What follows belongs to an exercise in optimizing a design on an open flow for small area and a short achievable clock period; a production flow would make more cautious choices.
Function was checked by simulation only, so behaviour that the tests miss may differ from the original.

==> flow/design.v <==
module intt4point(
    input clk, rst,
    input [15:0] in0, in1, in2, in3,
    output [15:0] out0, out1, out2, out3
);
  wire [12:0] z0, z1, z2, z3;
  reg [14:0] rs0;
  reg [14:0] rs2;
  reg [12:0] rb;
  reg [12:0] rd;
  wire [12:0] dmz;
  wire [12:0] bmz;
  wire [12:0] g0 = in0[12:0] & {13{~rst}};
  wire [12:0] g1 = in1[12:0] & {13{~rst}};
  wire [12:0] g2 = in2[12:0] & {13{~rst}};
  wire [12:0] g3 = in3[12:0] & {13{~rst}};
  wire s1, c2;
  ha_m us1 (.a(g0[0]), .b(g2[0]), .s(s1), .co(c2));
  wire s3, c4;
  fa_m us3 (.a(g0[1]), .b(g2[1]), .c(c2), .s(s3), .co(c4));
  wire s5, c6;
  fa_m us5 (.a(g0[2]), .b(g2[2]), .c(c4), .s(s5), .co(c6));
  wire s7, c8;
  fa_m us7 (.a(g0[3]), .b(g2[3]), .c(c6), .s(s7), .co(c8));
  wire s9, c10;
  fa_m us9 (.a(g0[4]), .b(g2[4]), .c(c8), .s(s9), .co(c10));
  wire s11, c12;
  fa_m us11 (.a(g0[5]), .b(g2[5]), .c(c10), .s(s11), .co(c12));
  wire s13, c14;
  fa_m us13 (.a(g0[6]), .b(g2[6]), .c(c12), .s(s13), .co(c14));
  wire s15, c16;
  fa_m us15 (.a(g0[7]), .b(g2[7]), .c(c14), .s(s15), .co(c16));
  wire s17, c18;
  fa_m us17 (.a(g0[8]), .b(g2[8]), .c(c16), .s(s17), .co(c18));
  wire s19, c20;
  fa_m us19 (.a(g0[9]), .b(g2[9]), .c(c18), .s(s19), .co(c20));
  wire s21, c22;
  fa_m us21 (.a(g0[10]), .b(g2[10]), .c(c20), .s(s21), .co(c22));
  wire s23, c24;
  fa_m us23 (.a(g0[11]), .b(g2[11]), .c(c22), .s(s23), .co(c24));
  wire s25, c26;
  fa_m us25 (.a(g0[12]), .b(g2[12]), .c(c24), .s(s25), .co(c26));
  wire s27, c28;
  ha_m us27 (.a(g1[0]), .b(g3[0]), .s(s27), .co(c28));
  wire s29, c30;
  fa_m us29 (.a(g1[1]), .b(g3[1]), .c(c28), .s(s29), .co(c30));
  wire s31, c32;
  fa_m us31 (.a(g1[2]), .b(g3[2]), .c(c30), .s(s31), .co(c32));
  wire s33, c34;
  fa_m us33 (.a(g1[3]), .b(g3[3]), .c(c32), .s(s33), .co(c34));
  wire s35, c36;
  fa_m us35 (.a(g1[4]), .b(g3[4]), .c(c34), .s(s35), .co(c36));
  wire s37, c38;
  fa_m us37 (.a(g1[5]), .b(g3[5]), .c(c36), .s(s37), .co(c38));
  wire s39, c40;
  fa_m us39 (.a(g1[6]), .b(g3[6]), .c(c38), .s(s39), .co(c40));
  wire s41, c42;
  fa_m us41 (.a(g1[7]), .b(g3[7]), .c(c40), .s(s41), .co(c42));
  wire s43, c44;
  fa_m us43 (.a(g1[8]), .b(g3[8]), .c(c42), .s(s43), .co(c44));
  wire s45, c46;
  fa_m us45 (.a(g1[9]), .b(g3[9]), .c(c44), .s(s45), .co(c46));
  wire s47, c48;
  fa_m us47 (.a(g1[10]), .b(g3[10]), .c(c46), .s(s47), .co(c48));
  wire s49, c50;
  fa_m us49 (.a(g1[11]), .b(g3[11]), .c(c48), .s(s49), .co(c50));
  wire s51, c52;
  fa_m us51 (.a(g1[12]), .b(g3[12]), .c(c50), .s(s51), .co(c52));
  wire i53 = ~g2[0];
  wire s54, c55;
  xn_m us54 (.a(g0[0]), .b(i53), .y(s54));
  or_m uc55 (.a(g0[0]), .b(i53), .y(c55));
  wire i56 = ~g2[1];
  wire s57, c58;
  assign c58 = (g0[1] & i56) | (g0[1] & c55) | (i56 & c55);
  wire i59 = ~g2[2];
  wire s60, c61;
  assign c61 = (g0[2] & i59) | (g0[2] & c58) | (i59 & c58);
  wire i62 = ~g2[3];
  wire s63, c64;
  assign c64 = (g0[3] & i62) | (g0[3] & c61) | (i62 & c61);
  wire i65 = ~g2[4];
  wire s66, c67;
  assign c67 = (g0[4] & i65) | (g0[4] & c64) | (i65 & c64);
  wire i68 = ~g2[5];
  wire s69, c70;
  assign c70 = (g0[5] & i68) | (g0[5] & c67) | (i68 & c67);
  wire i71 = ~g2[6];
  wire s72, c73;
  assign c73 = (g0[6] & i71) | (g0[6] & c70) | (i71 & c70);
  wire i74 = ~g2[7];
  wire s75, c76;
  assign c76 = (g0[7] & i74) | (g0[7] & c73) | (i74 & c73);
  wire i77 = ~g2[8];
  wire s78, c79;
  assign c79 = (g0[8] & i77) | (g0[8] & c76) | (i77 & c76);
  wire i80 = ~g2[9];
  wire s81, c82;
  assign c82 = (g0[9] & i80) | (g0[9] & c79) | (i80 & c79);
  wire i83 = ~g2[10];
  wire s84, c85;
  assign c85 = (g0[10] & i83) | (g0[10] & c82) | (i83 & c82);
  wire i86 = ~g2[11];
  wire s87, c88;
  assign c88 = (g0[11] & i86) | (g0[11] & c85) | (i86 & c85);
  wire i89 = ~g2[12];
  wire s90, c91;
  wire i92 = ~g3[0];
  wire s93, c94;
  xn_m us93 (.a(g1[0]), .b(i92), .y(s93));
  or_m uc94 (.a(g1[0]), .b(i92), .y(c94));
  wire i95 = ~g3[1];
  wire s96, c97;
  assign c97 = (g1[1] & i95) | (g1[1] & c94) | (i95 & c94);
  wire i98 = ~g3[2];
  wire s99, c100;
  assign c100 = (g1[2] & i98) | (g1[2] & c97) | (i98 & c97);
  wire i101 = ~g3[3];
  wire s102, c103;
  assign c103 = (g1[3] & i101) | (g1[3] & c100) | (i101 & c100);
  wire i104 = ~g3[4];
  wire s105, c106;
  assign c106 = (g1[4] & i104) | (g1[4] & c103) | (i104 & c103);
  wire i107 = ~g3[5];
  wire s108, c109;
  assign c109 = (g1[5] & i107) | (g1[5] & c106) | (i107 & c106);
  wire i110 = ~g3[6];
  wire s111, c112;
  assign c112 = (g1[6] & i110) | (g1[6] & c109) | (i110 & c109);
  wire i113 = ~g3[7];
  wire s114, c115;
  assign c115 = (g1[7] & i113) | (g1[7] & c112) | (i113 & c112);
  wire i116 = ~g3[8];
  wire s117, c118;
  assign c118 = (g1[8] & i116) | (g1[8] & c115) | (i116 & c115);
  wire i119 = ~g3[9];
  wire s120, c121;
  assign c121 = (g1[9] & i119) | (g1[9] & c118) | (i119 & c118);
  wire i122 = ~g3[10];
  wire s123, c124;
  assign c124 = (g1[10] & i122) | (g1[10] & c121) | (i122 & c121);
  wire i125 = ~g3[11];
  wire s126, c127;
  assign c127 = (g1[11] & i125) | (g1[11] & c124) | (i125 & c124);
  wire i128 = ~g3[12];
  wire s129, c130;
  wire s131, c132;
  xn_m us131 (.a(g0[0]), .b(i53), .y(s131));
  or_m uc132 (.a(g0[0]), .b(i53), .y(c132));
  wire s133, c134;
  fa_m us133 (.a(g0[1]), .b(i56), .c(c132), .s(s133), .co(c134));
  wire s135, c136;
  fa_m us135 (.a(g0[2]), .b(i59), .c(c134), .s(s135), .co(c136));
  wire s137, c138;
  fa_m us137 (.a(g0[3]), .b(i62), .c(c136), .s(s137), .co(c138));
  wire s139, c140;
  fa_m us139 (.a(g0[4]), .b(i65), .c(c138), .s(s139), .co(c140));
  wire s141, c142;
  fa_m us141 (.a(g0[5]), .b(i68), .c(c140), .s(s141), .co(c142));
  wire s143, c144;
  fa_m us143 (.a(g0[6]), .b(i71), .c(c142), .s(s143), .co(c144));
  wire s145, c146;
  fa_m us145 (.a(g0[7]), .b(i74), .c(c144), .s(s145), .co(c146));
  wire s147, c148;
  fa_m us147 (.a(g0[8]), .b(i77), .c(c146), .s(s147), .co(c148));
  wire s149, c150;
  fa_m us149 (.a(g0[9]), .b(i80), .c(c148), .s(s149), .co(c150));
  wire s151, c152;
  fa_m us151 (.a(g0[10]), .b(i83), .c(c150), .s(s151), .co(c152));
  wire s153, c154;
  fa_m us153 (.a(g0[11]), .b(i86), .c(c152), .s(s153), .co(c154));
  wire s155, c156;
  fa_m us155 (.a(g0[12]), .b(i89), .c(c154), .s(s155), .co(c156));
  wire [12:0] w157 = {s155, s153, s151, s149, s147, s145, s143, s141, s139, s137, s135, s133, s131};
  wire i158 = ~c156;
  assign bmz = i158 ? w157 + 13'd7681 : w157;
  wire s159, c160;
  xn_m us159 (.a(g1[0]), .b(i92), .y(s159));
  or_m uc160 (.a(g1[0]), .b(i92), .y(c160));
  wire s161, c162;
  fa_m us161 (.a(g1[1]), .b(i95), .c(c160), .s(s161), .co(c162));
  wire s163, c164;
  fa_m us163 (.a(g1[2]), .b(i98), .c(c162), .s(s163), .co(c164));
  wire s165, c166;
  fa_m us165 (.a(g1[3]), .b(i101), .c(c164), .s(s165), .co(c166));
  wire s167, c168;
  fa_m us167 (.a(g1[4]), .b(i104), .c(c166), .s(s167), .co(c168));
  wire s169, c170;
  fa_m us169 (.a(g1[5]), .b(i107), .c(c168), .s(s169), .co(c170));
  wire s171, c172;
  fa_m us171 (.a(g1[6]), .b(i110), .c(c170), .s(s171), .co(c172));
  wire s173, c174;
  fa_m us173 (.a(g1[7]), .b(i113), .c(c172), .s(s173), .co(c174));
  wire s175, c176;
  fa_m us175 (.a(g1[8]), .b(i116), .c(c174), .s(s175), .co(c176));
  wire s177, c178;
  fa_m us177 (.a(g1[9]), .b(i119), .c(c176), .s(s177), .co(c178));
  wire s179, c180;
  fa_m us179 (.a(g1[10]), .b(i122), .c(c178), .s(s179), .co(c180));
  wire s181, c182;
  fa_m us181 (.a(g1[11]), .b(i125), .c(c180), .s(s181), .co(c182));
  wire s183, c184;
  fa_m us183 (.a(g1[12]), .b(i128), .c(c182), .s(s183), .co(c184));
  wire [12:0] w185 = {s183, s181, s179, s177, s175, s173, s171, s169, s167, s165, s163, s161, s159};
  wire i186 = ~c184;
  assign dmz = i186 ? w185 + 13'd7681 : w185;
  wire s187, c188;
  ha_m us187 (.a(s1), .b(s27), .s(s187), .co(c188));
  wire s189, c190;
  fa_m us189 (.a(s3), .b(s29), .c(c188), .s(s189), .co(c190));
  wire s191, c192;
  fa_m us191 (.a(s5), .b(s31), .c(c190), .s(s191), .co(c192));
  wire s193, c194;
  fa_m us193 (.a(s7), .b(s33), .c(c192), .s(s193), .co(c194));
  wire s195, c196;
  fa_m us195 (.a(s9), .b(s35), .c(c194), .s(s195), .co(c196));
  wire s197, c198;
  fa_m us197 (.a(s11), .b(s37), .c(c196), .s(s197), .co(c198));
  wire s199, c200;
  fa_m us199 (.a(s13), .b(s39), .c(c198), .s(s199), .co(c200));
  wire s201, c202;
  fa_m us201 (.a(s15), .b(s41), .c(c200), .s(s201), .co(c202));
  wire s203, c204;
  fa_m us203 (.a(s17), .b(s43), .c(c202), .s(s203), .co(c204));
  wire s205, c206;
  fa_m us205 (.a(s19), .b(s45), .c(c204), .s(s205), .co(c206));
  wire s207, c208;
  fa_m us207 (.a(s21), .b(s47), .c(c206), .s(s207), .co(c208));
  wire s209, c210;
  fa_m us209 (.a(s23), .b(s49), .c(c208), .s(s209), .co(c210));
  wire s211, c212;
  fa_m us211 (.a(s25), .b(s51), .c(c210), .s(s211), .co(c212));
  wire s213, c214;
  fa_m us213 (.a(c26), .b(c52), .c(c212), .s(s213), .co(c214));
  wire i215 = ~s27;
  wire s216, c217;
  xn_m us216 (.a(s1), .b(i215), .y(s216));
  or_m uc217 (.a(s1), .b(i215), .y(c217));
  wire i218 = ~s29;
  wire s219, c220;
  fa_m us219 (.a(s3), .b(i218), .c(c217), .s(s219), .co(c220));
  wire i221 = ~s31;
  wire s222, c223;
  fa_m us222 (.a(s5), .b(i221), .c(c220), .s(s222), .co(c223));
  wire i224 = ~s33;
  wire s225, c226;
  fa_m us225 (.a(s7), .b(i224), .c(c223), .s(s225), .co(c226));
  wire i227 = ~s35;
  wire s228, c229;
  fa_m us228 (.a(s9), .b(i227), .c(c226), .s(s228), .co(c229));
  wire i230 = ~s37;
  wire s231, c232;
  fa_m us231 (.a(s11), .b(i230), .c(c229), .s(s231), .co(c232));
  wire i233 = ~s39;
  wire s234, c235;
  fa_m us234 (.a(s13), .b(i233), .c(c232), .s(s234), .co(c235));
  wire i236 = ~s41;
  wire s237, c238;
  fa_m us237 (.a(s15), .b(i236), .c(c235), .s(s237), .co(c238));
  wire i239 = ~s43;
  wire s240, c241;
  fa_m us240 (.a(s17), .b(i239), .c(c238), .s(s240), .co(c241));
  wire i242 = ~s45;
  wire s243, c244;
  fa_m us243 (.a(s19), .b(i242), .c(c241), .s(s243), .co(c244));
  wire i245 = ~s47;
  wire s246, c247;
  fa_m us246 (.a(s21), .b(i245), .c(c244), .s(s246), .co(c247));
  wire i248 = ~s49;
  wire s249, c250;
  fa_m us249 (.a(s23), .b(i248), .c(c247), .s(s249), .co(c250));
  wire i251 = ~s51;
  wire s252, c253;
  fa_m us252 (.a(s25), .b(i251), .c(c250), .s(s252), .co(c253));
  wire i254 = ~c52;
  wire s255, c256;
  fa_m us255 (.a(c26), .b(i254), .c(c253), .s(s255), .co(c256));
  wire [14:0] rs0_d = {c214, s213, s211, s209, s207, s205, s203, s201, s199, s197, s195, s193, s191, s189, s187};
  wire [14:0] rs2_d = {c256, s255, s252, s249, s246, s243, s240, s237, s234, s231, s228, s225, s222, s219, s216};
  wire [12:0] rb_d = {bmz[12], bmz[11], bmz[10], bmz[9], bmz[8], bmz[7], bmz[6], bmz[5], bmz[4], bmz[3], bmz[2], bmz[1], bmz[0]};
  wire [12:0] rd_d = {dmz[12], dmz[11], dmz[10], dmz[9], dmz[8], dmz[7], dmz[6], dmz[5], dmz[4], dmz[3], dmz[2], dmz[1], dmz[0]};
  wire i257 = ~rs0[1];
  wire s258, c259;
  ha_m us258 (.a(i257), .b(rs0[14]), .s(s258), .co(c259));
  wire s260, c261;
  ha_m us260 (.a(rs0[0]), .b(rs0[9]), .s(s260), .co(c261));
  wire s262, c263;
  fa_m us262 (.a(rs0[1]), .b(rs0[10]), .c(c261), .s(s262), .co(c263));
  wire s264, c265;
  ha_m us264 (.a(rs0[11]), .b(c263), .s(s264), .co(c265));
  wire s266, c267;
  ha_m us266 (.a(rs0[12]), .b(c265), .s(s266), .co(c267));
  wire s268, c269;
  fa_m us268 (.a(rs0[13]), .b(rs0[0]), .c(c267), .s(s268), .co(c269));
  wire i270 = ~rs0[0];
  wire s271, c272;
  fa_m us271 (.a(i270), .b(s258), .c(c269), .s(s271), .co(c272));
  wire s273, c274;
  xn_m us273 (.a(c259), .b(c272), .y(s273));
  or_m uc274 (.a(c259), .b(c272), .y(c274));
  wire [12:0] w275 = {s271, s268, s266, s264, s262, s260, rs0[8], rs0[7], rs0[6], rs0[5], rs0[4], rs0[3], rs0[2]};
  assign z0 = s273 ? w275 + 13'd7681 : w275;
  wire i276 = ~rs2[1];
  wire s277, c278;
  xn_m us277 (.a(i276), .b(rs2[14]), .y(s277));
  or_m uc278 (.a(i276), .b(rs2[14]), .y(c278));
  wire i279 = ~rs2[7];
  wire s280, c281;
  ha_m us280 (.a(i279), .b(rs2[5]), .s(s280), .co(c281));
  wire s282, c283;
  ha_m us282 (.a(rs2[2]), .b(rs2[8]), .s(s282), .co(c283));
  wire s284, c285;
  fa_m us284 (.a(rs2[6]), .b(c281), .c(c278), .s(s284), .co(c285));
  wire s286, c287;
  fa_m us286 (.a(rs2[3]), .b(rs2[9]), .c(rs2[0]), .s(s286), .co(c287));
  wire s288, c289;
  fa_m us288 (.a(i279), .b(c283), .c(s286), .s(s288), .co(c289));
  wire s290, c291;
  fa_m us290 (.a(rs2[4]), .b(rs2[10]), .c(rs2[1]), .s(s290), .co(c291));
  wire s292, c293;
  fa_m us292 (.a(c287), .b(s290), .c(c289), .s(s292), .co(c293));
  wire s294, c295;
  fa_m us294 (.a(rs2[2]), .b(rs2[5]), .c(rs2[11]), .s(s294), .co(c295));
  wire i296 = ~c291;
  wire s297, c298;
  fa_m us297 (.a(rs2[0]), .b(rs2[9]), .c(i296), .s(s297), .co(c298));
  wire i299 = ~s294;
  wire s300, c301;
  ha_m us300 (.a(i299), .b(s297), .s(s300), .co(c301));
  wire s302, c303;
  fa_m us302 (.a(rs2[3]), .b(rs2[6]), .c(rs2[12]), .s(s302), .co(c303));
  wire s304, c305;
  fa_m us304 (.a(rs2[1]), .b(rs2[10]), .c(c298), .s(s304), .co(c305));
  wire i306 = ~c301;
  wire s307, c308;
  fa_m us307 (.a(c295), .b(s302), .c(i306), .s(s307), .co(c308));
  wire s309, c310;
  fa_m us309 (.a(rs2[2]), .b(rs2[11]), .c(rs2[0]), .s(s309), .co(c310));
  wire s311, c312;
  fa_m us311 (.a(rs2[4]), .b(rs2[7]), .c(rs2[13]), .s(s311), .co(c312));
  wire i313 = ~s309;
  wire s314, c315;
  fa_m us314 (.a(c303), .b(i313), .c(s311), .s(s314), .co(c315));
  wire i316 = ~s314;
  wire s317, c318;
  ha_m us317 (.a(i316), .b(c305), .s(s317), .co(c318));
  wire s319, c320;
  xn_m us319 (.a(rs2[3]), .b(rs2[12]), .y(s319));
  or_m uc320 (.a(rs2[3]), .b(rs2[12]), .y(c320));
  wire s321, c322;
  fa_m us321 (.a(rs2[5]), .b(rs2[8]), .c(rs2[14]), .s(s321), .co(c322));
  wire s323, c324;
  fa_m us323 (.a(rs2[1]), .b(c310), .c(s319), .s(s323), .co(c324));
  wire s325, c326;
  fa_m us325 (.a(c312), .b(s321), .c(c315), .s(s325), .co(c326));
  wire i327 = ~s325;
  wire s328, c329;
  ha_m us328 (.a(s323), .b(i327), .s(s328), .co(c329));
  wire s330, c331;
  ha_m us330 (.a(rs2[0]), .b(rs2[9]), .s(s330), .co(c331));
  wire s332, c333;
  fa_m us332 (.a(rs2[2]), .b(rs2[4]), .c(rs2[13]), .s(s332), .co(c333));
  wire s334, c335;
  fa_m us334 (.a(rs2[0]), .b(rs2[6]), .c(c322), .s(s334), .co(c335));
  wire s336, c337;
  fa_m us336 (.a(c320), .b(s332), .c(c324), .s(s336), .co(c337));
  wire s338, c339;
  fa_m us338 (.a(s330), .b(s334), .c(c326), .s(s338), .co(c339));
  wire s340, c341;
  ha_m us340 (.a(s336), .b(c329), .s(s340), .co(c341));
  wire s342, c343;
  fa_m us342 (.a(rs2[1]), .b(rs2[10]), .c(c331), .s(s342), .co(c343));
  wire s344, c345;
  fa_m us344 (.a(rs2[3]), .b(c333), .c(c337), .s(s344), .co(c345));
  wire s346, c347;
  fa_m us346 (.a(c335), .b(s342), .c(c339), .s(s346), .co(c347));
  wire s348, c349;
  ha_m us348 (.a(s344), .b(c341), .s(s348), .co(c349));
  wire i350 = ~rs2[4];
  wire s351, c352;
  fa_m us351 (.a(rs2[2]), .b(rs2[11]), .c(i350), .s(s351), .co(c352));
  wire s353, c354;
  fa_m us353 (.a(s351), .b(c343), .c(c347), .s(s353), .co(c354));
  wire s355, c356;
  ha_m us355 (.a(c345), .b(c349), .s(s355), .co(c356));
  wire s357, c358;
  fa_m us357 (.a(rs2[3]), .b(rs2[12]), .c(c352), .s(s357), .co(c358));
  wire i359 = ~s357;
  wire s360, c361;
  fa_m us360 (.a(rs2[5]), .b(i359), .c(c356), .s(s360), .co(c361));
  wire i362 = ~rs2[0];
  wire s363, c364;
  fa_m us363 (.a(i362), .b(rs2[4]), .c(rs2[13]), .s(s363), .co(c364));
  wire i365 = ~rs2[6];
  wire s366, c367;
  fa_m us366 (.a(i365), .b(s363), .c(c358), .s(s366), .co(c367));
  wire s368, c369;
  ha_m us368 (.a(s277), .b(s280), .s(s368), .co(c369));
  wire i370 = ~s282;
  wire s371, c372;
  fa_m us371 (.a(i370), .b(s284), .c(c369), .s(s371), .co(c372));
  wire i373 = ~s288;
  wire s374, c375;
  fa_m us374 (.a(c285), .b(i373), .c(c372), .s(s374), .co(c375));
  wire i376 = ~s292;
  wire s377, c378;
  fa_m us377 (.a(rs2[8]), .b(i376), .c(c375), .s(s377), .co(c378));
  wire i379 = ~c293;
  wire s380, c381;
  fa_m us380 (.a(i379), .b(s300), .c(c378), .s(s380), .co(c381));
  wire i382 = ~s307;
  wire s383, c384;
  xn_m us383 (.a(s304), .b(i382), .y(s383));
  or_m uc384 (.a(s304), .b(i382), .y(c384));
  wire i385 = ~c308;
  wire s386, c387;
  ha_m us386 (.a(i385), .b(s317), .s(s386), .co(c387));
  wire s388, c389;
  ha_m us388 (.a(c318), .b(s328), .s(s388), .co(c389));
  wire i390 = ~s338;
  wire s391, c392;
  ha_m us391 (.a(i390), .b(s340), .s(s391), .co(c392));
  wire s393, c394;
  fa_m us393 (.a(s368), .b(s348), .c(c392), .s(s393), .co(c394));
  wire s395, c396;
  fa_m us395 (.a(s371), .b(s355), .c(c394), .s(s395), .co(c396));
  wire s397, c398;
  fa_m us397 (.a(s374), .b(s360), .c(c396), .s(s397), .co(c398));
  wire s399, c400;
  fa_m us399 (.a(s377), .b(c361), .c(c398), .s(s399), .co(c400));
  wire s401, c402;
  ha_m us401 (.a(c364), .b(s368), .s(s401), .co(c402));
  wire i403 = ~s380;
  wire s404, c405;
  fa_m us404 (.a(s401), .b(c367), .c(i403), .s(s404), .co(c405));
  wire s406, c407;
  ha_m us406 (.a(c402), .b(s371), .s(s406), .co(c407));
  wire s408, c409;
  ha_m us408 (.a(c381), .b(s383), .s(s408), .co(c409));
  wire s410, c411;
  fa_m us410 (.a(c384), .b(s386), .c(c409), .s(s410), .co(c411));
  wire s412, c413;
  fa_m us412 (.a(c387), .b(s388), .c(c411), .s(s412), .co(c413));
  wire s414, c415;
  fa_m us414 (.a(c389), .b(s391), .c(c413), .s(s414), .co(c415));
  wire i416 = ~s346;
  wire s417, c418;
  fa_m us417 (.a(i416), .b(s393), .c(c415), .s(s417), .co(c418));
  wire i419 = ~s353;
  wire s420, c421;
  fa_m us420 (.a(i419), .b(s395), .c(c418), .s(s420), .co(c421));
  wire i422 = ~c354;
  wire s423, c424;
  fa_m us423 (.a(i422), .b(s397), .c(c421), .s(s423), .co(c424));
  wire i425 = ~s366;
  wire s426, c427;
  fa_m us426 (.a(i425), .b(s399), .c(c424), .s(s426), .co(c427));
  wire i428 = ~s404;
  wire s429, c430;
  fa_m us429 (.a(c400), .b(i428), .c(c427), .s(s429), .co(c430));
  wire i431 = ~c430;
  wire s432, c433;
  fa_m us432 (.a(c405), .b(s406), .c(i431), .s(s432), .co(c433));
  wire s434, c435;
  fa_m us434 (.a(s374), .b(c407), .c(c433), .s(s434), .co(c435));
  wire s436, c437;
  ha_m us436 (.a(s377), .b(c435), .s(s436), .co(c437));
  wire s438, c439;
  ha_m us438 (.a(s380), .b(c437), .s(s438), .co(c439));
  wire i440 = ~s432;
  wire i441 = ~s434;
  wire i442 = ~s436;
  wire i443 = ~s438;
  wire [12:0] w444 = {i443, i442, i441, i440, s429, s426, s423, s420, s417, s414, s412, s410, s408};
  assign z2 = c439 ? w444 + 13'd7681 : w444;
  wire s445, c446;
  xn_m us445 (.a(rb[5]), .b(rb[1]), .y(s445));
  or_m uc446 (.a(rb[5]), .b(rb[1]), .y(c446));
  wire s447, c448;
  ha_m us447 (.a(rb[6]), .b(rb[2]), .s(s447), .co(c448));
  wire s449, c450;
  fa_m us449 (.a(rb[0]), .b(c446), .c(s447), .s(s449), .co(c450));
  wire s451, c452;
  fa_m us451 (.a(rb[7]), .b(rb[3]), .c(rb[1]), .s(s451), .co(c452));
  wire s453, c454;
  fa_m us453 (.a(c448), .b(s451), .c(c450), .s(s453), .co(c454));
  wire s455, c456;
  ha_m us455 (.a(rd[9]), .b(rd[0]), .s(s455), .co(c456));
  wire s457, c458;
  fa_m us457 (.a(rb[8]), .b(rb[4]), .c(rb[2]), .s(s457), .co(c458));
  wire s459, c460;
  fa_m us459 (.a(rd[10]), .b(rd[1]), .c(c456), .s(s459), .co(c460));
  wire s461, c462;
  fa_m us461 (.a(c452), .b(s457), .c(c454), .s(s461), .co(c462));
  wire s463, c464;
  fa_m us463 (.a(rb[0]), .b(rb[9]), .c(rb[5]), .s(s463), .co(c464));
  wire s465, c466;
  fa_m us465 (.a(rb[3]), .b(rd[0]), .c(c458), .s(s465), .co(c466));
  wire s467, c468;
  fa_m us467 (.a(rd[2]), .b(rd[11]), .c(c460), .s(s467), .co(c468));
  wire s469, c470;
  fa_m us469 (.a(s463), .b(s465), .c(c462), .s(s469), .co(c470));
  wire s471, c472;
  fa_m us471 (.a(rb[1]), .b(rb[10]), .c(rb[6]), .s(s471), .co(c472));
  wire s473, c474;
  fa_m us473 (.a(rb[4]), .b(rb[0]), .c(rd[1]), .s(s473), .co(c474));
  wire s475, c476;
  fa_m us475 (.a(c464), .b(s471), .c(s473), .s(s475), .co(c476));
  wire s477, c478;
  fa_m us477 (.a(rd[3]), .b(rd[12]), .c(c468), .s(s477), .co(c478));
  wire s479, c480;
  fa_m us479 (.a(c466), .b(s475), .c(c470), .s(s479), .co(c480));
  wire s481, c482;
  fa_m us481 (.a(rb[2]), .b(rb[11]), .c(rb[7]), .s(s481), .co(c482));
  wire s483, c484;
  fa_m us483 (.a(rb[5]), .b(rb[1]), .c(rd[2]), .s(s483), .co(c484));
  wire s485, c486;
  fa_m us485 (.a(rd[0]), .b(c472), .c(c474), .s(s485), .co(c486));
  wire s487, c488;
  fa_m us487 (.a(s481), .b(s483), .c(c476), .s(s487), .co(c488));
  wire i489 = ~rd[4];
  wire s490, c491;
  fa_m us490 (.a(i489), .b(s485), .c(s487), .s(s490), .co(c491));
  wire i492 = ~s490;
  wire s493, c494;
  ha_m us493 (.a(c478), .b(i492), .s(s493), .co(c494));
  wire i495 = ~rb[3];
  wire s496, c497;
  xn_m us496 (.a(i495), .b(rd[5]), .y(s496));
  or_m uc497 (.a(i495), .b(rd[5]), .y(c497));
  wire s498, c499;
  fa_m us498 (.a(rb[12]), .b(rb[8]), .c(rb[6]), .s(s498), .co(c499));
  wire s500, c501;
  fa_m us500 (.a(rb[2]), .b(rd[3]), .c(rd[1]), .s(s500), .co(c501));
  wire s502, c503;
  fa_m us502 (.a(c482), .b(c484), .c(s498), .s(s502), .co(c503));
  wire s504, c505;
  fa_m us504 (.a(s500), .b(c486), .c(s502), .s(s504), .co(c505));
  wire s506, c507;
  fa_m us506 (.a(c488), .b(s504), .c(c491), .s(s506), .co(c507));
  wire s508, c509;
  ha_m us508 (.a(s496), .b(c494), .s(s508), .co(c509));
  wire s510, c511;
  fa_m us510 (.a(rd[2]), .b(rb[4]), .c(rb[0]), .s(s510), .co(c511));
  wire s512, c513;
  fa_m us512 (.a(rb[9]), .b(rb[7]), .c(rb[3]), .s(s512), .co(c513));
  wire s514, c515;
  fa_m us514 (.a(rb[0]), .b(rd[6]), .c(c497), .s(s514), .co(c515));
  wire s516, c517;
  fa_m us516 (.a(rd[4]), .b(c499), .c(c501), .s(s516), .co(c517));
  wire s518, c519;
  fa_m us518 (.a(s510), .b(s512), .c(c503), .s(s518), .co(c519));
  wire s520, c521;
  fa_m us520 (.a(s516), .b(c505), .c(s518), .s(s520), .co(c521));
  wire i522 = ~s514;
  wire s523, c524;
  fa_m us523 (.a(i522), .b(s520), .c(c507), .s(s523), .co(c524));
  wire s525, c526;
  fa_m us525 (.a(rd[3]), .b(rb[10]), .c(rb[8]), .s(s525), .co(c526));
  wire s527, c528;
  fa_m us527 (.a(rb[4]), .b(rd[5]), .c(c511), .s(s527), .co(c528));
  wire s529, c530;
  fa_m us529 (.a(c513), .b(s525), .c(c517), .s(s529), .co(c530));
  wire s531, c532;
  fa_m us531 (.a(s527), .b(c519), .c(s529), .s(s531), .co(c532));
  wire i533 = ~s531;
  wire s534, c535;
  fa_m us534 (.a(rb[1]), .b(c515), .c(i533), .s(s534), .co(c535));
  wire i536 = ~c521;
  wire s537, c538;
  ha_m us537 (.a(i536), .b(s534), .s(s537), .co(c538));
  wire s539, c540;
  fa_m us539 (.a(rd[4]), .b(rb[11]), .c(rb[9]), .s(s539), .co(c540));
  wire s541, c542;
  fa_m us541 (.a(rb[5]), .b(rd[6]), .c(c526), .s(s541), .co(c542));
  wire s543, c544;
  fa_m us543 (.a(s539), .b(c528), .c(s541), .s(s543), .co(c544));
  wire s545, c546;
  fa_m us545 (.a(c530), .b(s543), .c(c532), .s(s545), .co(c546));
  wire s547, c548;
  fa_m us547 (.a(rb[2]), .b(c535), .c(c538), .s(s547), .co(c548));
  wire s549, c550;
  fa_m us549 (.a(rd[5]), .b(rb[12]), .c(rb[10]), .s(s549), .co(c550));
  wire s551, c552;
  fa_m us551 (.a(rb[6]), .b(rd[7]), .c(c540), .s(s551), .co(c552));
  wire s553, c554;
  fa_m us553 (.a(s549), .b(c542), .c(s551), .s(s553), .co(c554));
  wire s555, c556;
  fa_m us555 (.a(c544), .b(s553), .c(c546), .s(s555), .co(c556));
  wire i557 = ~s555;
  wire s558, c559;
  ha_m us558 (.a(rb[3]), .b(i557), .s(s558), .co(c559));
  wire s560, c561;
  xn_m us560 (.a(rb[4]), .b(rb[0]), .y(s560));
  or_m uc561 (.a(rb[4]), .b(rb[0]), .y(c561));
  wire s562, c563;
  fa_m us562 (.a(rd[6]), .b(rb[11]), .c(rb[7]), .s(s562), .co(c563));
  wire s564, c565;
  fa_m us564 (.a(rd[8]), .b(c550), .c(s562), .s(s564), .co(c565));
  wire s566, c567;
  fa_m us566 (.a(c552), .b(s564), .c(c554), .s(s566), .co(c567));
  wire i568 = ~s560;
  wire s569, c570;
  fa_m us569 (.a(i568), .b(s566), .c(c556), .s(s569), .co(c570));
  wire s571, c572;
  fa_m us571 (.a(rb[12]), .b(rb[8]), .c(rd[9]), .s(s571), .co(c572));
  wire s573, c574;
  fa_m us573 (.a(c563), .b(s571), .c(c565), .s(s573), .co(c574));
  wire i575 = ~c561;
  wire s576, c577;
  fa_m us576 (.a(i575), .b(s573), .c(c567), .s(s576), .co(c577));
  wire s578, c579;
  ha_m us578 (.a(rb[9]), .b(rd[10]), .s(s578), .co(c579));
  wire s580, c581;
  fa_m us580 (.a(c572), .b(s578), .c(c574), .s(s580), .co(c581));
  wire s582, c583;
  fa_m us582 (.a(rb[10]), .b(rd[11]), .c(c579), .s(s582), .co(c583));
  wire s584, c585;
  ha_m us584 (.a(rb[11]), .b(rd[12]), .s(s584), .co(c585));
  wire i586 = ~s445;
  wire s587, c588;
  ha_m us587 (.a(rd[7]), .b(i586), .s(s587), .co(c588));
  wire i589 = ~s449;
  wire s590, c591;
  fa_m us590 (.a(rd[8]), .b(i589), .c(c588), .s(s590), .co(c591));
  wire i592 = ~s453;
  wire s593, c594;
  fa_m us593 (.a(i592), .b(s455), .c(c591), .s(s593), .co(c594));
  wire i595 = ~s461;
  wire s596, c597;
  fa_m us596 (.a(s459), .b(i595), .c(c594), .s(s596), .co(c597));
  wire i598 = ~s469;
  wire s599, c600;
  fa_m us599 (.a(s467), .b(i598), .c(c597), .s(s599), .co(c600));
  wire i601 = ~s479;
  wire s602, c603;
  fa_m us602 (.a(s477), .b(i601), .c(c600), .s(s602), .co(c603));
  wire i604 = ~c480;
  wire s605, c606;
  xn_m us605 (.a(s493), .b(i604), .y(s605));
  or_m uc606 (.a(s493), .b(i604), .y(c606));
  wire i607 = ~s506;
  wire s608, c609;
  ha_m us608 (.a(i607), .b(s508), .s(s608), .co(c609));
  wire s610, c611;
  ha_m us610 (.a(c509), .b(c609), .s(s610), .co(c611));
  wire s612, c613;
  fa_m us612 (.a(s587), .b(s537), .c(c611), .s(s612), .co(c613));
  wire s614, c615;
  fa_m us614 (.a(s590), .b(s547), .c(c613), .s(s614), .co(c615));
  wire s616, c617;
  fa_m us616 (.a(s593), .b(c548), .c(s558), .s(s616), .co(c617));
  wire s618, c619;
  fa_m us618 (.a(s596), .b(c559), .c(c617), .s(s618), .co(c619));
  wire s620, c621;
  ha_m us620 (.a(s587), .b(s576), .s(s620), .co(c621));
  wire i622 = ~s599;
  wire s623, c624;
  fa_m us623 (.a(i622), .b(s620), .c(c570), .s(s623), .co(c624));
  wire s625, c626;
  fa_m us625 (.a(s590), .b(s580), .c(c577), .s(s625), .co(c626));
  wire s627, c628;
  fa_m us627 (.a(c621), .b(s625), .c(c624), .s(s627), .co(c628));
  wire s629, c630;
  ha_m us629 (.a(s582), .b(c581), .s(s629), .co(c630));
  wire s631, c632;
  fa_m us631 (.a(s593), .b(s629), .c(c626), .s(s631), .co(c632));
  wire s633, c634;
  ha_m us633 (.a(s584), .b(c583), .s(s633), .co(c634));
  wire s635, c636;
  fa_m us635 (.a(s633), .b(c630), .c(s596), .s(s635), .co(c636));
  wire s637, c638;
  ha_m us637 (.a(rb[12]), .b(c585), .s(s637), .co(c638));
  wire s639, c640;
  fa_m us639 (.a(s637), .b(c634), .c(s599), .s(s639), .co(c640));
  wire s641, c642;
  ha_m us641 (.a(c638), .b(s602), .s(s641), .co(c642));
  wire s643, c644;
  ha_m us643 (.a(c603), .b(s605), .s(s643), .co(c644));
  wire s645, c646;
  fa_m us645 (.a(c606), .b(s608), .c(c644), .s(s645), .co(c646));
  wire i647 = ~s523;
  wire s648, c649;
  fa_m us648 (.a(i647), .b(s610), .c(c646), .s(s648), .co(c649));
  wire i650 = ~c524;
  wire s651, c652;
  fa_m us651 (.a(i650), .b(s612), .c(c649), .s(s651), .co(c652));
  wire i653 = ~s545;
  wire s654, c655;
  fa_m us654 (.a(i653), .b(s614), .c(c652), .s(s654), .co(c655));
  wire s656, c657;
  fa_m us656 (.a(c615), .b(s616), .c(c655), .s(s656), .co(c657));
  wire i658 = ~s569;
  wire s659, c660;
  fa_m us659 (.a(i658), .b(s618), .c(c657), .s(s659), .co(c660));
  wire i661 = ~s623;
  wire s662, c663;
  fa_m us662 (.a(c619), .b(i661), .c(c660), .s(s662), .co(c663));
  wire i664 = ~s627;
  wire s665, c666;
  fa_m us665 (.a(s602), .b(i664), .c(c663), .s(s665), .co(c666));
  wire i667 = ~c666;
  wire s668, c669;
  fa_m us668 (.a(c628), .b(s631), .c(i667), .s(s668), .co(c669));
  wire s670, c671;
  fa_m us670 (.a(c632), .b(s635), .c(c669), .s(s670), .co(c671));
  wire s672, c673;
  fa_m us672 (.a(c636), .b(s639), .c(c671), .s(s672), .co(c673));
  wire s674, c675;
  fa_m us674 (.a(c640), .b(s641), .c(c673), .s(s674), .co(c675));
  wire s676, c677;
  xn_m us676 (.a(c642), .b(c675), .y(s676));
  or_m uc677 (.a(c642), .b(c675), .y(c677));
  wire i678 = ~s668;
  wire i679 = ~s670;
  wire i680 = ~s672;
  wire i681 = ~s674;
  wire [12:0] w682 = {i681, i680, i679, i678, s665, s662, s659, s656, s654, s651, s648, s645, s643};
  wire i683 = ~s676;
  assign z1 = i683 ? w682 + 13'd7681 : w682;
  wire i684 = ~rd[5];
  wire s685, c686;
  ha_m us685 (.a(rb[7]), .b(i684), .s(s685), .co(c686));
  wire i687 = ~rd[6];
  wire s688, c689;
  xn_m us688 (.a(rb[8]), .b(i687), .y(s688));
  or_m uc689 (.a(rb[8]), .b(i687), .y(c689));
  wire i690 = ~c686;
  wire s691, c692;
  fa_m us691 (.a(rd[2]), .b(rd[0]), .c(i690), .s(s691), .co(c692));
  wire s693, c694;
  fa_m us693 (.a(rd[7]), .b(rd[3]), .c(rd[1]), .s(s693), .co(c694));
  wire s695, c696;
  fa_m us695 (.a(rb[0]), .b(rb[9]), .c(c689), .s(s695), .co(c696));
  wire s697, c698;
  xn_m us697 (.a(s693), .b(c692), .y(s697));
  or_m uc698 (.a(s693), .b(c692), .y(c698));
  wire s699, c700;
  fa_m us699 (.a(rd[8]), .b(rd[4]), .c(rd[2]), .s(s699), .co(c700));
  wire s701, c702;
  fa_m us701 (.a(rb[1]), .b(rb[10]), .c(c696), .s(s701), .co(c702));
  wire s703, c704;
  fa_m us703 (.a(c694), .b(s699), .c(c698), .s(s703), .co(c704));
  wire s705, c706;
  fa_m us705 (.a(rd[0]), .b(rb[0]), .c(rd[9]), .s(s705), .co(c706));
  wire s707, c708;
  fa_m us707 (.a(rd[5]), .b(rd[3]), .c(c700), .s(s707), .co(c708));
  wire s709, c710;
  fa_m us709 (.a(rb[2]), .b(rb[11]), .c(c702), .s(s709), .co(c710));
  wire s711, c712;
  fa_m us711 (.a(s705), .b(s707), .c(c704), .s(s711), .co(c712));
  wire s713, c714;
  fa_m us713 (.a(rd[1]), .b(rb[1]), .c(rd[10]), .s(s713), .co(c714));
  wire s715, c716;
  fa_m us715 (.a(rd[6]), .b(rd[4]), .c(rd[0]), .s(s715), .co(c716));
  wire s717, c718;
  fa_m us717 (.a(c706), .b(s713), .c(s715), .s(s717), .co(c718));
  wire i719 = ~c708;
  wire s720, c721;
  fa_m us720 (.a(rb[3]), .b(rb[12]), .c(i719), .s(s720), .co(c721));
  wire i722 = ~s717;
  wire s723, c724;
  fa_m us723 (.a(i722), .b(s720), .c(c710), .s(s723), .co(c724));
  wire s725, c726;
  fa_m us725 (.a(rb[0]), .b(rb[2]), .c(rd[11]), .s(s725), .co(c726));
  wire s727, c728;
  fa_m us727 (.a(rd[7]), .b(rd[5]), .c(rd[1]), .s(s727), .co(c728));
  wire s729, c730;
  fa_m us729 (.a(rd[2]), .b(c714), .c(c716), .s(s729), .co(c730));
  wire s731, c732;
  fa_m us731 (.a(s725), .b(s727), .c(c718), .s(s731), .co(c732));
  wire i733 = ~s729;
  wire s734, c735;
  fa_m us734 (.a(rb[4]), .b(i733), .c(c721), .s(s734), .co(c735));
  wire i736 = ~s731;
  wire s737, c738;
  ha_m us737 (.a(i736), .b(s734), .s(s737), .co(c738));
  wire i739 = ~rb[1];
  wire s740, c741;
  xn_m us740 (.a(i739), .b(rb[5]), .y(s740));
  or_m uc741 (.a(i739), .b(rb[5]), .y(c741));
  wire s742, c743;
  fa_m us742 (.a(rd[3]), .b(rb[3]), .c(rd[12]), .s(s742), .co(c743));
  wire s744, c745;
  fa_m us744 (.a(rd[8]), .b(rd[6]), .c(rd[2]), .s(s744), .co(c745));
  wire s746, c747;
  fa_m us746 (.a(c726), .b(c728), .c(s742), .s(s746), .co(c747));
  wire s748, c749;
  fa_m us748 (.a(s744), .b(c730), .c(s746), .s(s748), .co(c749));
  wire s750, c751;
  fa_m us750 (.a(s740), .b(c735), .c(c738), .s(s750), .co(c751));
  wire s752, c753;
  xn_m us752 (.a(c732), .b(s748), .y(s752));
  or_m uc753 (.a(c732), .b(s748), .y(c753));
  wire s754, c755;
  fa_m us754 (.a(rb[2]), .b(rd[4]), .c(rd[0]), .s(s754), .co(c755));
  wire s756, c757;
  fa_m us756 (.a(rb[4]), .b(rd[9]), .c(rd[7]), .s(s756), .co(c757));
  wire s758, c759;
  fa_m us758 (.a(rd[0]), .b(rb[6]), .c(c741), .s(s758), .co(c759));
  wire s760, c761;
  fa_m us760 (.a(rd[3]), .b(c743), .c(c745), .s(s760), .co(c761));
  wire s762, c763;
  fa_m us762 (.a(s754), .b(s756), .c(c747), .s(s762), .co(c763));
  wire s764, c765;
  fa_m us764 (.a(s760), .b(c749), .c(s762), .s(s764), .co(c765));
  wire i766 = ~s758;
  wire s767, c768;
  fa_m us767 (.a(i766), .b(c753), .c(s764), .s(s767), .co(c768));
  wire s769, c770;
  fa_m us769 (.a(rb[3]), .b(rb[5]), .c(rd[10]), .s(s769), .co(c770));
  wire s771, c772;
  fa_m us771 (.a(rd[8]), .b(rd[4]), .c(c755), .s(s771), .co(c772));
  wire s773, c774;
  fa_m us773 (.a(c757), .b(s769), .c(c761), .s(s773), .co(c774));
  wire s775, c776;
  fa_m us775 (.a(s771), .b(c763), .c(s773), .s(s775), .co(c776));
  wire s777, c778;
  fa_m us777 (.a(s775), .b(c765), .c(c768), .s(s777), .co(c778));
  wire s779, c780;
  ha_m us779 (.a(rd[1]), .b(c759), .s(s779), .co(c780));
  wire s781, c782;
  fa_m us781 (.a(rb[4]), .b(rb[6]), .c(rd[11]), .s(s781), .co(c782));
  wire s783, c784;
  fa_m us783 (.a(rd[9]), .b(rd[5]), .c(c770), .s(s783), .co(c784));
  wire s785, c786;
  fa_m us785 (.a(s781), .b(c772), .c(s783), .s(s785), .co(c786));
  wire s787, c788;
  fa_m us787 (.a(c774), .b(s785), .c(c776), .s(s787), .co(c788));
  wire i789 = ~s787;
  wire s790, c791;
  fa_m us790 (.a(rd[2]), .b(c780), .c(i789), .s(s790), .co(c791));
  wire s792, c793;
  fa_m us792 (.a(rb[5]), .b(rb[7]), .c(rd[12]), .s(s792), .co(c793));
  wire s794, c795;
  fa_m us794 (.a(rd[10]), .b(rd[6]), .c(c782), .s(s794), .co(c795));
  wire s796, c797;
  fa_m us796 (.a(s792), .b(c784), .c(s794), .s(s796), .co(c797));
  wire s798, c799;
  fa_m us798 (.a(c786), .b(s796), .c(c788), .s(s798), .co(c799));
  wire s800, c801;
  ha_m us800 (.a(rd[3]), .b(c791), .s(s800), .co(c801));
  wire i802 = ~rb[6];
  wire s803, c804;
  xn_m us803 (.a(i802), .b(rd[4]), .y(s803));
  or_m uc804 (.a(i802), .b(rd[4]), .y(c804));
  wire s805, c806;
  fa_m us805 (.a(rb[8]), .b(rd[11]), .c(rd[7]), .s(s805), .co(c806));
  wire s807, c808;
  fa_m us807 (.a(c793), .b(s805), .c(c795), .s(s807), .co(c808));
  wire i809 = ~c797;
  wire s810, c811;
  fa_m us810 (.a(rd[0]), .b(s803), .c(i809), .s(s810), .co(c811));
  wire i812 = ~s810;
  wire s813, c814;
  fa_m us813 (.a(s807), .b(i812), .c(c799), .s(s813), .co(c814));
  wire s815, c816;
  fa_m us815 (.a(rb[9]), .b(rd[12]), .c(rd[8]), .s(s815), .co(c816));
  wire s817, c818;
  fa_m us817 (.a(c806), .b(s815), .c(c808), .s(s817), .co(c818));
  wire i819 = ~s817;
  wire s820, c821;
  fa_m us820 (.a(c804), .b(c811), .c(i819), .s(s820), .co(c821));
  wire s822, c823;
  ha_m us822 (.a(rb[10]), .b(rd[9]), .s(s822), .co(c823));
  wire s824, c825;
  fa_m us824 (.a(c816), .b(s822), .c(c818), .s(s824), .co(c825));
  wire s826, c827;
  fa_m us826 (.a(rb[11]), .b(rd[10]), .c(c823), .s(s826), .co(c827));
  wire s828, c829;
  ha_m us828 (.a(rb[12]), .b(rd[11]), .s(s828), .co(c829));
  wire i830 = ~rd[1];
  wire s831, c832;
  ha_m us831 (.a(i830), .b(s685), .s(s831), .co(c832));
  wire i833 = ~s691;
  wire s834, c835;
  fa_m us834 (.a(s688), .b(i833), .c(c832), .s(s834), .co(c835));
  wire i836 = ~s697;
  wire s837, c838;
  fa_m us837 (.a(s695), .b(i836), .c(c835), .s(s837), .co(c838));
  wire i839 = ~s703;
  wire s840, c841;
  fa_m us840 (.a(s701), .b(i839), .c(c838), .s(s840), .co(c841));
  wire i842 = ~s711;
  wire s843, c844;
  fa_m us843 (.a(s709), .b(i842), .c(c841), .s(s843), .co(c844));
  wire i845 = ~c712;
  wire s846, c847;
  fa_m us846 (.a(i845), .b(s723), .c(c844), .s(s846), .co(c847));
  wire s848, c849;
  xn_m us848 (.a(s737), .b(c724), .y(s848));
  or_m uc849 (.a(s737), .b(c724), .y(c849));
  wire i850 = ~s752;
  wire s851, c852;
  ha_m us851 (.a(i850), .b(s750), .s(s851), .co(c852));
  wire i853 = ~s767;
  wire s854, c855;
  ha_m us854 (.a(i853), .b(c751), .s(s854), .co(c855));
  wire s856, c857;
  fa_m us856 (.a(s831), .b(s779), .c(c855), .s(s856), .co(c857));
  wire s858, c859;
  fa_m us858 (.a(s834), .b(s790), .c(c857), .s(s858), .co(c859));
  wire s860, c861;
  fa_m us860 (.a(s837), .b(s800), .c(c859), .s(s860), .co(c861));
  wire i862 = ~s813;
  wire s863, c864;
  fa_m us863 (.a(s840), .b(c801), .c(i862), .s(s863), .co(c864));
  wire i865 = ~s831;
  wire s866, c867;
  xn_m us866 (.a(i865), .b(s820), .y(s866));
  or_m uc867 (.a(i865), .b(s820), .y(c867));
  wire s868, c869;
  fa_m us868 (.a(s843), .b(s866), .c(c864), .s(s868), .co(c869));
  wire s870, c871;
  fa_m us870 (.a(c821), .b(c867), .c(s846), .s(s870), .co(c871));
  wire i872 = ~s870;
  wire s873, c874;
  fa_m us873 (.a(s834), .b(s824), .c(i872), .s(s873), .co(c874));
  wire s875, c876;
  ha_m us875 (.a(s826), .b(s837), .s(s875), .co(c876));
  wire s877, c878;
  fa_m us877 (.a(c825), .b(s875), .c(c874), .s(s877), .co(c878));
  wire s879, c880;
  ha_m us879 (.a(s828), .b(c827), .s(s879), .co(c880));
  wire s881, c882;
  fa_m us881 (.a(s879), .b(s840), .c(c876), .s(s881), .co(c882));
  wire s883, c884;
  ha_m us883 (.a(rd[12]), .b(c829), .s(s883), .co(c884));
  wire s885, c886;
  fa_m us885 (.a(s883), .b(c880), .c(s843), .s(s885), .co(c886));
  wire s887, c888;
  ha_m us887 (.a(c884), .b(s846), .s(s887), .co(c888));
  wire s889, c890;
  ha_m us889 (.a(c847), .b(s848), .s(s889), .co(c890));
  wire s891, c892;
  fa_m us891 (.a(c849), .b(s851), .c(c890), .s(s891), .co(c892));
  wire s893, c894;
  fa_m us893 (.a(c852), .b(s854), .c(c892), .s(s893), .co(c894));
  wire i895 = ~s777;
  wire s896, c897;
  fa_m us896 (.a(i895), .b(s856), .c(c894), .s(s896), .co(c897));
  wire i898 = ~c778;
  wire s899, c900;
  fa_m us899 (.a(i898), .b(s858), .c(c897), .s(s899), .co(c900));
  wire i901 = ~s798;
  wire s902, c903;
  fa_m us902 (.a(i901), .b(s860), .c(c900), .s(s902), .co(c903));
  wire s904, c905;
  fa_m us904 (.a(c861), .b(s863), .c(c903), .s(s904), .co(c905));
  wire i906 = ~c814;
  wire s907, c908;
  fa_m us907 (.a(i906), .b(s868), .c(c905), .s(s907), .co(c908));
  wire i909 = ~s873;
  wire s910, c911;
  fa_m us910 (.a(c869), .b(i909), .c(c908), .s(s910), .co(c911));
  wire i912 = ~s877;
  wire s913, c914;
  fa_m us913 (.a(c871), .b(i912), .c(c911), .s(s913), .co(c914));
  wire i915 = ~c914;
  wire s916, c917;
  fa_m us916 (.a(c878), .b(s881), .c(i915), .s(s916), .co(c917));
  wire s918, c919;
  fa_m us918 (.a(c882), .b(s885), .c(c917), .s(s918), .co(c919));
  wire s920, c921;
  fa_m us920 (.a(c886), .b(s887), .c(c919), .s(s920), .co(c921));
  wire s922, c923;
  xn_m us922 (.a(c888), .b(c921), .y(s922));
  or_m uc923 (.a(c888), .b(c921), .y(c923));
  wire i924 = ~s916;
  wire i925 = ~s918;
  wire i926 = ~s920;
  wire [12:0] w927 = {i926, i925, i924, s913, s910, s907, s904, s902, s899, s896, s893, s891, s889};
  wire i928 = ~s922;
  assign z3 = i928 ? w927 + 13'd7681 : w927;
  always @(posedge clk) begin
    rs0 <= rs0_d;
    rs2 <= rs2_d;
    rb <= rb_d;
    rd <= rd_d;
  end
  assign out0 = {3'b000, z0};
  assign out1 = {3'b000, z1};
  assign out2 = {3'b000, z2};
  assign out3 = {3'b000, z3};
endmodule
module fa_m(input a, b, c, output s, co);
  assign s = a ^ b ^ c;
  assign co = (a & b) | (a & c) | (b & c);
endmodule
module ha_m(input a, b, output s, co);
  assign s = a ^ b;
  assign co = a & b;
endmodule
module xn_m(input a, b, output y);
  assign y = ~(a ^ b);
endmodule
module or_m(input a, b, output y);
  assign y = a | b;
endmodule
==> flow/flow/run.sh <==
#!/bin/bash
set -e
export BUFFER_PORTS_ARGS="-buffer_cell sky130_fd_sc_hd__buf_1"
export SETUP_SLACK_MARGIN=80
bash standard.sh > standard.log 2>&1
==> flow/standard.sh <==
#!/bin/bash
# synth_recipe.tcl (not shown) runs the flow's synth.tcl, then flattens the netlist and writes it again
# the make line also repeats each setting of config.mk as NAME=value (left out here)
make -C /OpenROAD-flow-scripts/flow DESIGN_CONFIG=/design/flow/config.mk WORK_HOME=/design/flow/orfs CLKGATE_MAP_FILE= SYNTH_SCRIPT=/design/flow/synth_recipe.tcl "${@:-finish}"
==> flow/config.mk <==
export PLATFORM = sky130hd
export DESIGN_NAME = intt4point
export DESIGN_NICKNAME = intt4point
export VERILOG_FILES = /design/flow/design.v
export SDC_FILE = /design/flow/constraint.sdc
export NUM_CORES = 4
export LEC_CHECK = 0
export CAP_MARGIN = 20
export CORE_MARGIN = 2
export CORE_UTILIZATION = 40
export SLEW_MARGIN = 20
export SYNTH_HIERARCHICAL = 1
export SYNTH_MINIMUM_KEEP_SIZE = 0
==> flow/constraint.sdc <==
create_clock -name core_clock -period 110.0 [get_ports {clk}]
set_input_delay 22.0000 -clock core_clock [delete_from_list [all_inputs] [get_ports {clk}]]
set_output_delay 22.0000 -clock core_clock [all_outputs]
set_load 0.01 [all_outputs]
==> results of run 1 <==
## worst min-delay path, cell delays in order
cell and delay [ns]:
sky130_fd_sc_hd__buf_1 0.07, sky130_fd_sc_hd__nand2b_1 0.12, sky130_fd_sc_hd__fa_1 0.20, sky130_fd_sc_hd__xnor2_1 0.07
## per-layer routing
| metal | part of all wire [%] | global-route usage (%) | vias to the layer above |
|---|---|---|---|
| li1 | - | - | 2856 |
| met1 | 47 | 26.98 | 3326 |
| met2 | 47 | 27.96 | 172 |
| met3 | 5.4 | 2.737 | 11 |
| met4 | 0.73 | 2.292 | 0 |
| met5 | 0 | 0 | - |
## flip-flops by register name, indices dropped and copies added, names as in the netlist
name	count
rb	13
rd	13
rs0	15
rs2	15
## modules after synthesis, one instance, submodules excluded
module	flops+latches	cell area, µm²	cells
intt4point	56	3532	468
fa_m	0	20.02	1
ha_m	0	12.51	1
xn_m	0	8.758	1
or_m	0	6.256	1
## through the flow
stage / utilization [%] / area (µm²) / worst slack, ns / hold WS [ns]
after floorplan: - / 10350 / 79.98 / 22.39
after CTS: 45.76 / 11560 / 80.00 / 22.19
after global routing: 46.94 / 11850 / 79.76 / 22.22
after detailed placement: 43.67 / 11030 / 79.33 / 22.52
after global placement: 43.67 / 11030 / 79.31 / 22.52
final: 46.94 / 11850 / 80.02 / 22.20
## layout make-up
type / instances / area (µm²)
flip-flops and latches: 56 / 1195
multi-input cells: 651 / 8922
fillers: 2330 / 13400
inverters: 132 / 498.0
clock buffers: 6 / 138.9
repair buffers: 133 / 668.1
clock inverters: 2 / 18.77
well taps: 330 / 412.9
## kinds of logic (layout without fill, tap and decap cells)
| group | count (synthesis) | after routing | share of synthesized area, % |
|---|---|---|---|
| adders and majority gates | 351 | 351 | 63.70 |
| xor gates and xnor gates | 92 | 92 | 7.823 |
| and+or+nand+nor | 166 | 166 | 9.196 |
| muxes | 6 | 6 | 0.6559 |
| other | 1 | 12 | 0.03641 |
| DFF | 56 | 56 | 10.88 |
| AOI/OAI and AO/OA | 24 | 24 | 1.628 |
| buffers and inverters | 154 | 273 | 6.074 |
## cells in the final DEF (no fill, tap or decap), types with 4 or more instances in the layout
| cell type | n |
|---|---|
| sky130_fd_sc_hd__inv_1 | 125 |
| sky130_fd_sc_hd__dfxtp_2 | 14 |
| sky130_fd_sc_hd__buf_6 | 5 |
| sky130_fd_sc_hd__xor2_1 | 36 |
| sky130_fd_sc_hd__clkbuf_2 | 9 |
| sky130_fd_sc_hd__fa_2 | 49 |
| sky130_fd_sc_hd__nand4_1 | 22 |
| sky130_fd_sc_hd__nand2_1 | 20 |
| sky130_fd_sc_hd__o21ai_0 | 4 |
| sky130_fd_sc_hd__dfxtp_4 | 15 |
| sky130_fd_sc_hd__nand3_1 | 12 |
| sky130_fd_sc_hd__ha_1 | 55 |
| sky130_fd_sc_hd__nor2b_1 | 26 |
| sky130_fd_sc_hd__o211ai_1 | 5 |
| sky130_fd_sc_hd__buf_2 | 17 |
| sky130_fd_sc_hd__nor3_1 | 8 |
| sky130_fd_sc_hd__mux2_2 | 6 |
| sky130_fd_sc_hd__buf_1 | 79 |
| sky130_fd_sc_hd__conb_1 | 12 |
| sky130_fd_sc_hd__nor2_1 | 12 |
| sky130_fd_sc_hd__nand2b_1 | 27 |
| sky130_fd_sc_hd__ha_4 | 5 |
| sky130_fd_sc_hd__inv_2 | 6 |
| sky130_fd_sc_hd__or2_1 | 17 |
| sky130_fd_sc_hd__clkbuf_16 | 5 |
| sky130_fd_sc_hd__buf_4 | 22 |
| sky130_fd_sc_hd__xnor2_1 | 52 |
| sky130_fd_sc_hd__fa_1 | 240 |
| sky130_fd_sc_hd__dfxtp_1 | 27 |
| sky130_fd_sc_hd__o31ai_1 | 9 |
## cells in the mapped netlist
cell type	count	area (µm²)
sky130_fd_sc_hd__a311oi_1	1	8.760
sky130_fd_sc_hd__a31oi_1	1	6.260
sky130_fd_sc_hd__and3_1	3	18.77
sky130_fd_sc_hd__and3b_1	1	8.760
sky130_fd_sc_hd__and4_1	1	8.760
sky130_fd_sc_hd__buf_2	2	10.01
sky130_fd_sc_hd__buf_4	12	90.09
sky130_fd_sc_hd__clkbuf_1	8	30.03
sky130_fd_sc_hd__conb_1	1	3.750
sky130_fd_sc_hd__dfxtp_1	56	1121
sky130_fd_sc_hd__fa_1	289	5786
sky130_fd_sc_hd__ha_1	62	775.7
sky130_fd_sc_hd__inv_1	132	495.5
sky130_fd_sc_hd__mux2_2	6	67.56
sky130_fd_sc_hd__nand2_1	20	75.07
sky130_fd_sc_hd__nand2b_1	28	175.2
sky130_fd_sc_hd__nand3_1	12	60.06
sky130_fd_sc_hd__nand3b_1	2	15.01
sky130_fd_sc_hd__nand4_1	22	137.6
sky130_fd_sc_hd__nand4b_1	2	17.52
sky130_fd_sc_hd__nor2_1	13	48.80
sky130_fd_sc_hd__nor2b_1	26	162.7
sky130_fd_sc_hd__nor3_1	11	55.05
sky130_fd_sc_hd__nor3b_1	3	22.52
sky130_fd_sc_hd__nor4_1	4	25.02
sky130_fd_sc_hd__o211ai_1	5	37.54
sky130_fd_sc_hd__o21ai_0	5	25.02
sky130_fd_sc_hd__o31ai_1	12	90.09
sky130_fd_sc_hd__or2_1	17	106.4
sky130_fd_sc_hd__or4b_1	1	10.01
sky130_fd_sc_hd__xnor2_1	56	490.5
sky130_fd_sc_hd__xor2_1	36	315.3
## worst max path at each step
stage,depth (start not counted),end,slack [ns]
2_1_floorplan,29,out3[8],79.98
3_3_place_gp,27,out1[8],79.31
3_5_place_dp,27,out1[8],79.33
4_1_cts,27,out1[11],80.00
5_1_grt,27,out1[8],79.76
6_report,27,out1[1],80.02
## timing repair
item / in CTS / in global routing
pin swaps: 11 / 23
buffers inserted: 13 / 15
gates resized for setup: 102 / 67
setup endpoints to repair: 39 / 34
==> impl_metrics.env, run 1 <==
export IMPL_routed_wirelength_um=22730
export IMPL_finalMaxSlewViolations=0
export IMPL_floorplan_io_pins=130
export IMPL_core_region_area_mm2=0.02525
export IMPL_cts_path_max_buffers=2
export IMPL_postSynthRegisterBits=56
export IMPL_clk_pin_slew_worst_setup_hold_paths_ns=0.07
export IMPL_cts_inserted_buffers=5
export IMPL_cts_tree="built"
export IMPL_timing_final_hold_violations=0
export IMPL_global_route_usage_over_all_layers_pct=17.81
export IMPL_ctsRootBufferMaster="sky130_fd_sc_hd__clkbuf_16"
export IMPL_max_freq_mhz=33.36
export IMPL_placed_instances=1274
export IMPL_layout_drive_gt1_share_pct=17.96
export IMPL_fp_row_count=58
export IMPL_setup_viols_final=0
export IMPL_syn_to_final_growth_pct=15.09
export IMPL_crit_type="reg2out"
export IMPL_capture_endpoint_of_the_worst_hold_path="rd[12]"
export IMPL_min_path_cells=4
export IMPL_dieHeight_um=164.5
export IMPL_crit_path_end_kind="output port"
export IMPL_floorplan_initialDensity_pct=40.78
export IMPL_post_layout_nonfiller_instances=1310
export IMPL_die_width_um=164.5
export IMPL_cpLargestDelayFamily="adder cells"
export IMPL_finalNetCount=1396
export IMPL_hp_start="in3[12]"
export IMPL_wl_per_cell_um=17.35
export IMPL_firstDrtPassIters=6
export IMPL_slowest_stage="sky130_fd_sc_hd__fa_2"
export IMPL_cp_peak_stage_delay_ns=0.54
export IMPL_slew_limit_headroom_pct=42.62
export IMPL_die_area_mm2=0.02705
export IMPL_hold_buf_cts=0
export IMPL_worst_endpoint_arrival_ns=7.98
export IMPL_hpwl_um=19660
export IMPL_setup_worst_path_start_class="flip-flop"
export IMPL_drtIter0Drc=312
export IMPL_maxCapViolations=0
export IMPL_antenna_violations_before_repair=0
export IMPL_layout_worst_path_cycle_share_pct=27.25
export IMPL_critPathLaunch="rb[7]"
export IMPL_synth_yosys_warnings=7
export IMPL_synthDistinctLibCells=32
export IMPL_timing_worst_slew_pin_value_ns=0.8546
export IMPL_critical_path_peak_fanout=5
export IMPL_ys_seq_area_share_pct=10.88
export IMPL_pin_count_of_the_biggest_net_entering_global_routing=53
export IMPL_status="no timing/DRC/antenna violations"
export IMPL_setup_tns_final_ns=0
export IMPL_via_count_of_the_first_global_routing_pass=6857
export IMPL_cts_htree_levels=2
export IMPL_worstPathBufferInverterCount=6
export IMPL_cts_sinks=56
export IMPL_place_port_buffers=105
export IMPL_syn_mean_instance_area_um2=12.12
export IMPL_cp_data_required_time_ns=88.00
export IMPL_grt_overflow_total=0
export IMPL_hp_class="in2reg"
export IMPL_avgViaCountPerCell=4.859
export IMPL_detail_route_antenna_nets=0
export IMPL_grt_setup_unrepaired="yes"
export IMPL_post_route_drc_count=0
export IMPL_min_period_ns=29.98
export IMPL_grt_first_pass_wirelength_um=36320
export IMPL_vias=6365
export IMPL_postSynthCellCount=850
export IMPL_synth_cell_area_mm2=0.01030
export IMPL_diodes=0
export IMPL_gp_congestion=0.9042
export IMPL_timing_critical_path_mode_cell="sky130_fd_sc_hd__fa_2"
==> inputs of run 2 (changes only) <==
==> flow/flow/run.sh (replaced) <==
#!/bin/bash
set -e
export BUFFER_PORTS_ARGS="-buffer_cell sky130_fd_sc_hd__buf_1"
export SETUP_SLACK_MARGIN=78
bash standard.sh > standard.log 2>&1
==> impl_metrics.env, run 2 <==
export IMPL_vias=6216
export IMPL_crit_path_end_kind="output port"
export IMPL_synthDistinctLibCells=32
export IMPL_cp_peak_stage_delay_ns=0.64
export IMPL_most_frequent_cell_after_synthesis="sky130_fd_sc_hd__fa_1"
export IMPL_via_count_of_the_first_global_routing_pass=6737
export IMPL_post_layout_nonfiller_instances=1283
export IMPL_floorplan_initialDensity_pct=40.78
export IMPL_slew_limit_headroom_pct=40.73
export IMPL_cts_path_max_buffers=2
export IMPL_avgViaCountPerCell=4.845
export IMPL_dpl_cell_area_mm2=0.01102
export IMPL_crit_type="reg2out"
export IMPL_cts_htree_levels=2
export IMPL_grt_first_pass_wirelength_um=35420
export IMPL_synth_enable_flop_cells=0
export IMPL_critical_path_peak_fanout=8
export IMPL_ys_seq_area_share_pct=10.88
export IMPL_global_route_usage_over_all_layers_pct=17.29
export IMPL_slowest_stage="sky130_fd_sc_hd__dfxtp_1"
export IMPL_cts_tree="built"
export IMPL_synth_top_cell_by_area="sky130_fd_sc_hd__fa_1"
export IMPL_timing_critical_path_mode_cell="sky130_fd_sc_hd__fa_1"
export IMPL_grt_most_used_layer="met2"
export IMPL_cts_sinks=56
export IMPL_postSynthRegisterBits=56
export IMPL_grt_setup_unrepaired="no"
export IMPL_preCtsSetupSlack_ns=79.19
export IMPL_die_area_mm2=0.02705
export IMPL_routed_wirelength_um=21780
export IMPL_drtIter0Drc=274
export IMPL_place_port_buffers=105
export IMPL_placed_instances=1274
export IMPL_whs_ns=22.19
export IMPL_wl_per_cell_um=16.98
export IMPL_setup_tns_final_ns=0
export IMPL_status="no timing/DRC/antenna violations"
export IMPL_hpwl_um=19500
export IMPL_dieHeight_um=164.5
export IMPL_pin_count_of_the_biggest_net_entering_global_routing=53
export IMPL_cts_resized=0
export IMPL_layout_top_registers="rs0: 15 flops, rs2: 15 flops"
export IMPL_layout_cells_most_common_list="sky130_fd_sc_hd__fa_1 (289), sky130_fd_sc_hd__inv_1 (132), sky130_fd_sc_hd__buf_1 (104)"
export IMPL_cts_repair_timing_setup_buffer_count=0
export IMPL_grt_use_met1_pct=26.22
export IMPL_layout_worst_path_cycle_share_pct=28.29
export IMPL_timing_worst_slew_pin_value_ns=0.8826
export IMPL_gp_congestion=0.8664
## run 2: cell count changes in the layout (fill, tap and decap cells not counted), moves of 7 or more
cell,change
sky130_fd_sc_hd__inv_1,+7
sky130_fd_sc_hd__dfxtp_1,+29
sky130_fd_sc_hd__buf_4,-22
sky130_fd_sc_hd__ha_1,+7
sky130_fd_sc_hd__buf_1,+25
sky130_fd_sc_hd__buf_2,-17
sky130_fd_sc_hd__clkbuf_2,-8
sky130_fd_sc_hd__dfxtp_2,-14
sky130_fd_sc_hd__dfxtp_4,-15
sky130_fd_sc_hd__fa_1,+49
sky130_fd_sc_hd__fa_2,-49
## run 2: cells by family (layout without fill, tap and decap cells)
group | after synthesis | after routing | share of synthesized area (%)
other | 1 | 13 | 0.03641
buffers and inverters | 154 | 245 | 6.074
DFF | 56 | 56 | 10.88
and+or+nand+nor | 166 | 166 | 9.196
muxes | 6 | 6 | 0.6559
AOI/OAI and AO/OA | 24 | 24 | 1.628
xor gates and xnor gates | 92 | 92 | 7.823
adders and majority gates | 351 | 351 | 63.70
## run 2: layer usage
metal	vias up	wire, µm
li1	2808	-
met1	3236	10390
met2	155	9916
met3	17	1228
met4	0	246
met5	-	0
## run 2: layout make-up
| class | instances | area [µm²] | area share, % |
|---|---|---|---|
| Timing Repair Buffer | 105 | 395.4 | 3.538 |
| Clock buffer | 5 | 125.1 | 1.120 |
| Clock inverter | 3 | 27.53 | 0.2463 |
| Inverter | 132 | 495.5 | 4.434 |
| Sequential cell | 56 | 1121 | 10.03 |
| Multi-Input combinational cell | 651 | 8594 | 76.91 |
| Antenna cell | 1 | 2.502 | 0.02239 |
| Tap cell | 330 | 412.9 | 3.695 |
## run 2: Yosys stat by module, one instance, submodules excluded
module | cell area (µm²) | cells inside | copies in the design | flops+latches
intt4point | 3532 | 468 | 1 | 56
fa_m | 20.02 | 1 | 289 | 0
ha_m | 12.51 | 1 | 56 | 0
or_m | 6.256 | 1 | 17 | 0
xn_m | 8.758 | 1 | 20 | 0
## run 2: critical path: cells and delay by family (launching register included)
kind | cells | cell delay [ns]
DFF | 1 | 0.64
and+or+nand+nor | 1 | 0.33
AOI/OAI and AO/OA | 1 | 0.15
adders and majority gates | 20 | 6.95
buffers and inverters | 4 | 0.34
xor gates and xnor gates | 2 | 0.38
## run 2: path summary, 6_finish.rpt
check / startpoint / end
setup / recovery: rb[7] / out3[12]
hold / removal: in2[12] / rb[12]
## run 2: stage by stage
step | util [%]
after floorplan | -
after global placement | 43.63
after detailed placement | 43.63
after CTS | 44.24
after global routing | 44.24
final | 44.25

[afterwards: timing with drivers on the ports]
The results above use ideal ports. As a check the final layouts listed here were re-extracted and re-timed, cells and wires unchanged. Step 1, drivers: a clkbuf_16 drives clk and a buf_2 each remaining input, both assumed. Step 2 also shifts input and output timing later by t, the mid clock arrival at the registers, as if the neighbouring blocks saw the same clock. Slacks: ideal ports / drivers / drivers and shift; pairs: ideal ports / drivers.
run	t (ns)	setup slack, ns
run 1	0.332	80.021 / 79.981 / 80.312
run 2	0.333	78.881 / 78.842 / 79.175
After both steps setup and hold are still met in every run listed.
